This is an optimization exercise on Yosys and OpenROAD, whose aim is small area, a short achievable clock period and few clock cycles per item, not a production implementation.
RTL that was checked went through simulation tests only; none was proved equivalent to the original.
The flow treats the clock pin as an ideal source. Dropping or thinning the clock tree relies on that and would not hold on a real chip.

==> module SquareRoot, before the edit <==
module SquareRoot(outdata,checkflag,clk,rst,start,indata);
 input wire clk;
 input wire rst;
 input wire start;
 input wire [31:0] indata;
 output reg [15:0] outdata;    
 output reg checkflag;
 reg [27:0] x;       
 reg [15:0] r;       
 reg        neg;     
 reg [2:0]  cnt;     
 wire idle = (cnt == 3'd0);
 wire [15:0] qx = outdata ^ {16{~neg}};
 wire [17:0] r1 = {r, x[27:26]} + {qx, 2'b11};
 wire        q1 = ~r1[17];
 wire [17:0] four_a = {r[13:0], x[27:24]};           
 wire [17:0] four_b = {qx[13:0], 4'b1100};           
 wire [17:0] rp = four_a + four_b + {~outdata[14:0], 3'b011};    
 wire [17:0] rn = four_a + four_b + { outdata[14:0], 3'b011};    
 wire [17:0] sum = q1 ? rp : rn;
 function [4:0] first2;
    input [3:0] n;
    begin
    case (n)
    4'd0:  first2 = {2'd0, 3'd0};
    4'd1:  first2 = {2'd1, 3'd0};
    4'd2:  first2 = {2'd1, 3'd1};
    4'd3:  first2 = {2'd1, 3'd2};
    4'd4:  first2 = {2'd2, 3'd0};
    4'd5:  first2 = {2'd2, 3'd1};
    4'd6:  first2 = {2'd2, 3'd2};
    4'd7:  first2 = {2'd2, 3'd3};
    4'd8:  first2 = {2'd2, 3'd4};
    4'd9:  first2 = {2'd3, 3'd0};
    4'd10: first2 = {2'd3, 3'd1};
    4'd11: first2 = {2'd3, 3'd2};
    4'd12: first2 = {2'd3, 3'd3};
    4'd13: first2 = {2'd3, 3'd4};
    4'd14: first2 = {2'd3, 3'd5};
    default: first2 = {2'd3, 3'd6};
    endcase
    end
 endfunction
 wire [1:0] q0;
 wire [2:0] r0;
 assign {q0, r0} = first2(indata[31:28]);
 always @(posedge clk) begin
    if (idle) begin
        x   <= indata[27:0];
        r   <= {13'd0, r0};
        neg <= 1'b0;
    end else begin
        x   <= {x[23:0], 4'b0000};
        r   <= sum[15:0];
        neg <= sum[17];
    end
 end
 always @(posedge clk) begin
    if (!idle)
        outdata <= {outdata[13:0], q1, ~sum[17]};
    else if (start)
        outdata <= {14'd0, q0};
 end
 always @(posedge clk) begin
    if (rst) begin
        cnt       <= 3'd0;
        checkflag <= 1'b0;
    end else if (start & idle) begin
        cnt       <= 3'd7;
        checkflag <= 1'b0;
    end else if (!idle) begin
        cnt       <= cnt - 3'd1;
        checkflag <= (cnt == 3'd1);
    end
 end
endmodule
export LEC_CHECK = 0
export CAP_MARGIN = 20
export CORE_MARGIN = 2
export CORE_UTILIZATION = 75
export SETUP_SLACK_MARGIN = 5
export SLEW_MARGIN = 20
create_clock -name core_clock -period 8.5 [get_ports {clk}]
standard.sh (not shown) runs the stock make flow with config.mk's settings and CLKGATE_MAP_FILE= SYNTH_SCRIPT=/design/flow/synth_recipe.tcl, a recipe that flattens the netlist after the stock synthesis.
==> flow/flow/run.sh <==
#!/bin/bash
set -euo pipefail
MARGIN=$(cat flow/margin.txt)
bash standard.sh "BUFFER_PORTS_ARGS=-buffer_cell sky130_fd_sc_hd__buf_1" \
  "SETUP_SLACK_MARGIN=$MARGIN" finish > standard.log 2>&1
==> flow/flow/margin.txt <==
5.8
The starting point never finished: it broke off in 5_1_grt, error DPL-0038.
Change:
--- a/flow/design.v
+++ b/flow/design.v
@@ -9,16 +9,9 @@
  reg [27:0] x;       
  reg [15:0] r;       
  reg        neg;     
- reg [2:0]  cnt;     
- wire idle = (cnt == 3'd0);
- wire [15:0] qx = outdata ^ {16{~neg}};
- wire [17:0] r1 = {r, x[27:26]} + {qx, 2'b11};
- wire        q1 = ~r1[17];
- wire [17:0] four_a = {r[13:0], x[27:24]};           
- wire [17:0] four_b = {qx[13:0], 4'b1100};           
- wire [17:0] rp = four_a + four_b + {~outdata[14:0], 3'b011};    
- wire [17:0] rn = four_a + four_b + { outdata[14:0], 3'b011};    
- wire [17:0] sum = q1 ? rp : rn;
+ reg [3:0]  cnt;     
+ wire idle = (cnt == 4'd0);
+ wire [17:0] sum = {r, x[27:26]} + {outdata ^ {16{~neg}}, 2'b11};
  function [4:0] first2;
     input [3:0] n;
     begin
@@ -51,27 +44,27 @@
         r   <= {13'd0, r0};
         neg <= 1'b0;
     end else begin
-        x   <= {x[23:0], 4'b0000};
+        x   <= {x[25:0], 2'b00};
         r   <= sum[15:0];
         neg <= sum[17];
     end
  end
  always @(posedge clk) begin
     if (!idle)
-        outdata <= {outdata[13:0], q1, ~sum[17]};
+        outdata <= {outdata[14:0], ~sum[17]};
     else if (start)
         outdata <= {14'd0, q0};
  end
  always @(posedge clk) begin
     if (rst) begin
-        cnt       <= 3'd0;
+        cnt       <= 4'd0;
         checkflag <= 1'b0;
     end else if (start & idle) begin
-        cnt       <= 3'd7;
+        cnt       <= 4'd14;
         checkflag <= 1'b0;
     end else if (!idle) begin
-        cnt       <= cnt - 3'd1;
-        checkflag <= (cnt == 3'd1);
+        cnt       <= cnt - 4'd1;
+        checkflag <= (cnt == 4'd1);
     end
  end
 endmodule
This time the run ran to the end with no violations.
Area after synthesis falls by 20%.
Synthesized cell count falls by 23%.
Testbench counts after the change, summed over its fixed seeds: cycles 30,720, ops 2,048.
No functional check of the RTL was part of the first run of this note.

* * *

The RTL this note starts from:
==> flow/design.v <==
`timescale 1ns / 1ps
module SquareRoot(outdata,checkflag,clk,rst,start,indata);
 input wire clk;
 input wire rst;
 input wire start;
 input wire [31:0] indata;
 output reg [15:0] outdata;    
 output reg checkflag;
 reg [13:0] h;       
 reg [15:0] r;       
 reg        neg;     
 reg        busy;
 reg [6:0]  j;       
 reg        late;    
 wire last = j[6] & ~j[5];       
 wire [15:0] m;
 assign m[1:0] = 2'b11;
 genvar k;
 generate
    for (k = 2; k <= 8; k = k + 1) begin : mlo
        assign m[k] = j[k-2] | late;
    end
    for (k = 9; k <= 14; k = k + 1) begin : mhi
        assign m[k] = late & ~j[k-9];
    end
 endgenerate
 assign m[15] = 1'b0;
 wire [17:0] sum = {r, h[13], outdata[15]} + {(outdata & m) ^ {16{~neg}}, 2'b11};
 function [4:0] first2;
    input [3:0] n;
    begin
    case (n)
    4'd0:  first2 = {2'd0, 3'd0};
    4'd1:  first2 = {2'd1, 3'd0};
    4'd2:  first2 = {2'd1, 3'd1};
    4'd3:  first2 = {2'd1, 3'd2};
    4'd4:  first2 = {2'd2, 3'd0};
    4'd5:  first2 = {2'd2, 3'd1};
    4'd6:  first2 = {2'd2, 3'd2};
    4'd7:  first2 = {2'd2, 3'd3};
    4'd8:  first2 = {2'd2, 3'd4};
    4'd9:  first2 = {2'd3, 3'd0};
    4'd10: first2 = {2'd3, 3'd1};
    4'd11: first2 = {2'd3, 3'd2};
    4'd12: first2 = {2'd3, 3'd3};
    4'd13: first2 = {2'd3, 3'd4};
    4'd14: first2 = {2'd3, 3'd5};
    default: first2 = {2'd3, 3'd6};
    endcase
    end
 endfunction
 wire [1:0] q0;
 wire [2:0] r0;
 assign {q0, r0} = first2(indata[31:28]);
 wire [13:0] hi_in, lo_in;
 generate
    for (k = 0; k < 14; k = k + 1) begin : split
        assign hi_in[k] = indata[2*k+1];
        assign lo_in[k] = indata[2*k];
    end
 endgenerate
 always @(posedge clk) begin
    if (!busy) begin
        h   <= hi_in;
        r   <= {13'd0, r0};
        neg <= 1'b0;
        j   <= 7'd0;
        late <= 1'b0;
    end else begin
        h   <= {h[12:0], 1'b0};
        r   <= sum[15:0];
        neg <= sum[17];
        j   <= {j[5:0], ~j[6]};
        late <= j[6] & (j[0] | j[5]);    
    end
 end
 wire sel_shift = busy;
 wire sel_load  = ~busy & start;
 wire sel_hold  = ~busy & ~start;
 always @(posedge clk)
    outdata <= ({16{sel_shift}} & {outdata[14:0], ~sum[17]})
             | ({16{sel_load}}  & {lo_in, q0})
             | ({16{sel_hold}}  & outdata);
 always @(posedge clk) begin
    if (rst) begin
        busy      <= 1'b0;
        checkflag <= 1'b0;
    end else if (start & !busy) begin
        busy      <= 1'b1;
        checkflag <= 1'b0;
    end else if (busy & last) begin
        busy      <= 1'b0;
        checkflag <= 1'b1;
    end
 end
endmodule
==> flow/config.mk <==
export PLATFORM = sky130hd
export DESIGN_NAME = SquareRoot
export DESIGN_NICKNAME = SquareRoot
export VERILOG_FILES = /design/flow/design.v
export SDC_FILE = /design/flow/constraint.sdc
export NUM_CORES = 4
export LEC_CHECK = 0
export CAP_MARGIN = 20
export CORE_MARGIN = 2
export CORE_UTILIZATION = 75
export SETUP_SLACK_MARGIN = 5
export SLEW_MARGIN = 20
==> flow/constraint.sdc <==
create_clock -name core_clock -period 8.5 [get_ports {clk}]
set_input_delay 1.7000 -clock core_clock [delete_from_list [all_inputs] [get_ports {clk}]]
set_output_delay 1.7000 -clock core_clock [all_outputs]
set_load 0.01 [all_outputs]
==> flow/flow/run.sh <==
#!/bin/bash
set -euo pipefail
MARGIN=$(cat flow/margin.txt)
export PRE_CTS_TCL="$PWD/flow/pre_cts.tcl"
bash standard.sh "BUFFER_PORTS_ARGS=-buffer_cell sky130_fd_sc_hd__buf_1" \
  "SETUP_SLACK_MARGIN=$MARGIN" "PRE_CTS_TCL=$PRE_CTS_TCL" finish > standard.log 2>&1
==> flow/flow/pre_cts.tcl <==
# Sourced by ORFS's cts.tcl (PRE_CTS_TCL) just before clock_tree_synthesis.
# The design is small, so instead of TritonCTS's tree (a root buffer, eight
# leaf buffers and dummy loads) the clock port drives NBUF buffers directly,
# each driving the registers of one vertical stripe of the core: sinks are
# sorted by x and split evenly, and each buffer sits at its sinks' centroid.
# Every register sees one buffer between the port and its clock pin.
set ::manual_cts_nbuf 2
set ::manual_cts_cell sky130_fd_sc_hd__clkbuf_16

proc manual_cts {nbuf cb} {
  set block [ord::get_db_block]
  set clknet [$block findNet clk]
  set master [[ord::get_db] findMaster $cb]
  set sinks {}
  foreach iterm [$clknet getITerms] {
    set bb [[$iterm getInst] getBBox]
    lappend sinks [list [expr {([$bb xMin] + [$bb xMax]) / 2}] \
      [expr {([$bb yMin] + [$bb yMax]) / 2}] $iterm]
  }
  set sinks [lsort -integer -index 0 $sinks]
  set n [llength $sinks]
  puts "manual_cts: $n sinks, $nbuf x $cb"
  for {set k 0} {$k < $nbuf} {incr k} {
    set lo [expr {$k * $n / $nbuf}]
    set hi [expr {($k + 1) * $n / $nbuf - 1}]
    set buf [odb::dbInst_create $block $master clkbuf_${k}_clk]
    set net [odb::dbNet_create $block clknet_${k}_clk]
    $net setSigType CLOCK
    set sx 0
    set sy 0
    set m 0
    foreach s [lrange $sinks $lo $hi] {
      lassign $s x y iterm
      incr sx $x
      incr sy $y
      incr m
      $iterm disconnect
      $iterm connect $net
    }
    [$buf findITerm A] connect $clknet
    [$buf findITerm X] connect $net
    $buf setLocation [expr {$sx / $m}] [expr {$sy / $m}]
    $buf setPlacementStatus PLACED
  }
  set_propagated_clock [all_clocks]
}

rename clock_tree_synthesis tritoncts_clock_tree_synthesis
proc clock_tree_synthesis {args} {
  manual_cts $::manual_cts_nbuf $::manual_cts_cell
}
Scripts as last shown in full above: flow/flow/margin.txt
The first run finished with timing, DRC and antenna clean.
Testbench counts at the start, summed over its fixed seeds: cycles 30,720, ops 2,048.
Edit:
--- a/flow/design.v
+++ b/flow/design.v
@@ -75,11 +75,10 @@
     end
  end
- wire sel_shift = busy;
- wire sel_load  = ~busy & start;
- wire sel_hold  = ~busy & ~start;
- always @(posedge clk)
-    outdata <= ({16{sel_shift}} & {outdata[14:0], ~sum[17]})
-             | ({16{sel_load}}  & {lo_in, q0})
-             | ({16{sel_hold}}  & outdata);
+ always @(posedge clk) begin
+    if (busy)
+        outdata <= {outdata[14:0], ~sum[17]};
+    else if (start)
+        outdata <= {lo_in, q0};
+ end
  always @(posedge clk) begin
     if (rst) begin
- The changed run completed with no timing, DRC or antenna violations
- first-iteration DRC count climbs by well over a third
- cell area goes up slightly
- setup slack degrades by 0.0045 ns
- worst hold slack gains 0.014 ns
- synthesized cell count goes down by roughly a tenth
- area after synthesis stays the same
- sequential share of layout area goes up by 4.8 points
Testbench counts after the change, summed over its fixed seeds: cycles 30,720, ops 2,048.
In every run of this note, the design's own scripts or RTL, not TritonCTS, make the clock network.

-- what the ideal ports hide --
The results above use ideal ports. As a check the final layouts listed here were re-extracted and re-timed, cells and wires unchanged. Step 1: set_driving_cell puts a clkbuf_16 on clk and a buf_2 on each other input, an assumption about the parent block. Step 2 also shifts input and output timing later by t, the mid clock arrival at the registers, as if the neighbouring blocks saw the same clock. a / b / c = ideal ports / drivers / drivers and shift; a / b = the first two.
run	t, ns	slack for setup (ns)	hold WS [ns]	worst setup path after step 2	slew at the worst register clock pin (ns)
the second run of note 1	0.377	5.832 / 5.805 / 5.530	0.426 / 0.426 / 0.426	input to register	0.07 / 0.07
the first run of note 2	0.211	5.926 / 5.952 / 5.740	0.452 / 0.452 / 0.452	input to register	0.11 / 0.11
the second run of note 2	0.210	5.921 / 5.925 / 5.716	0.467 / 0.467 / 0.467	input to register	0.11 / 0.11
After both steps setup and hold are still met in every run listed. For the second run of note 1, which loses most, drivers alone change the setup slack by -0.027 ns; drivers and shift together by -0.302 ns.
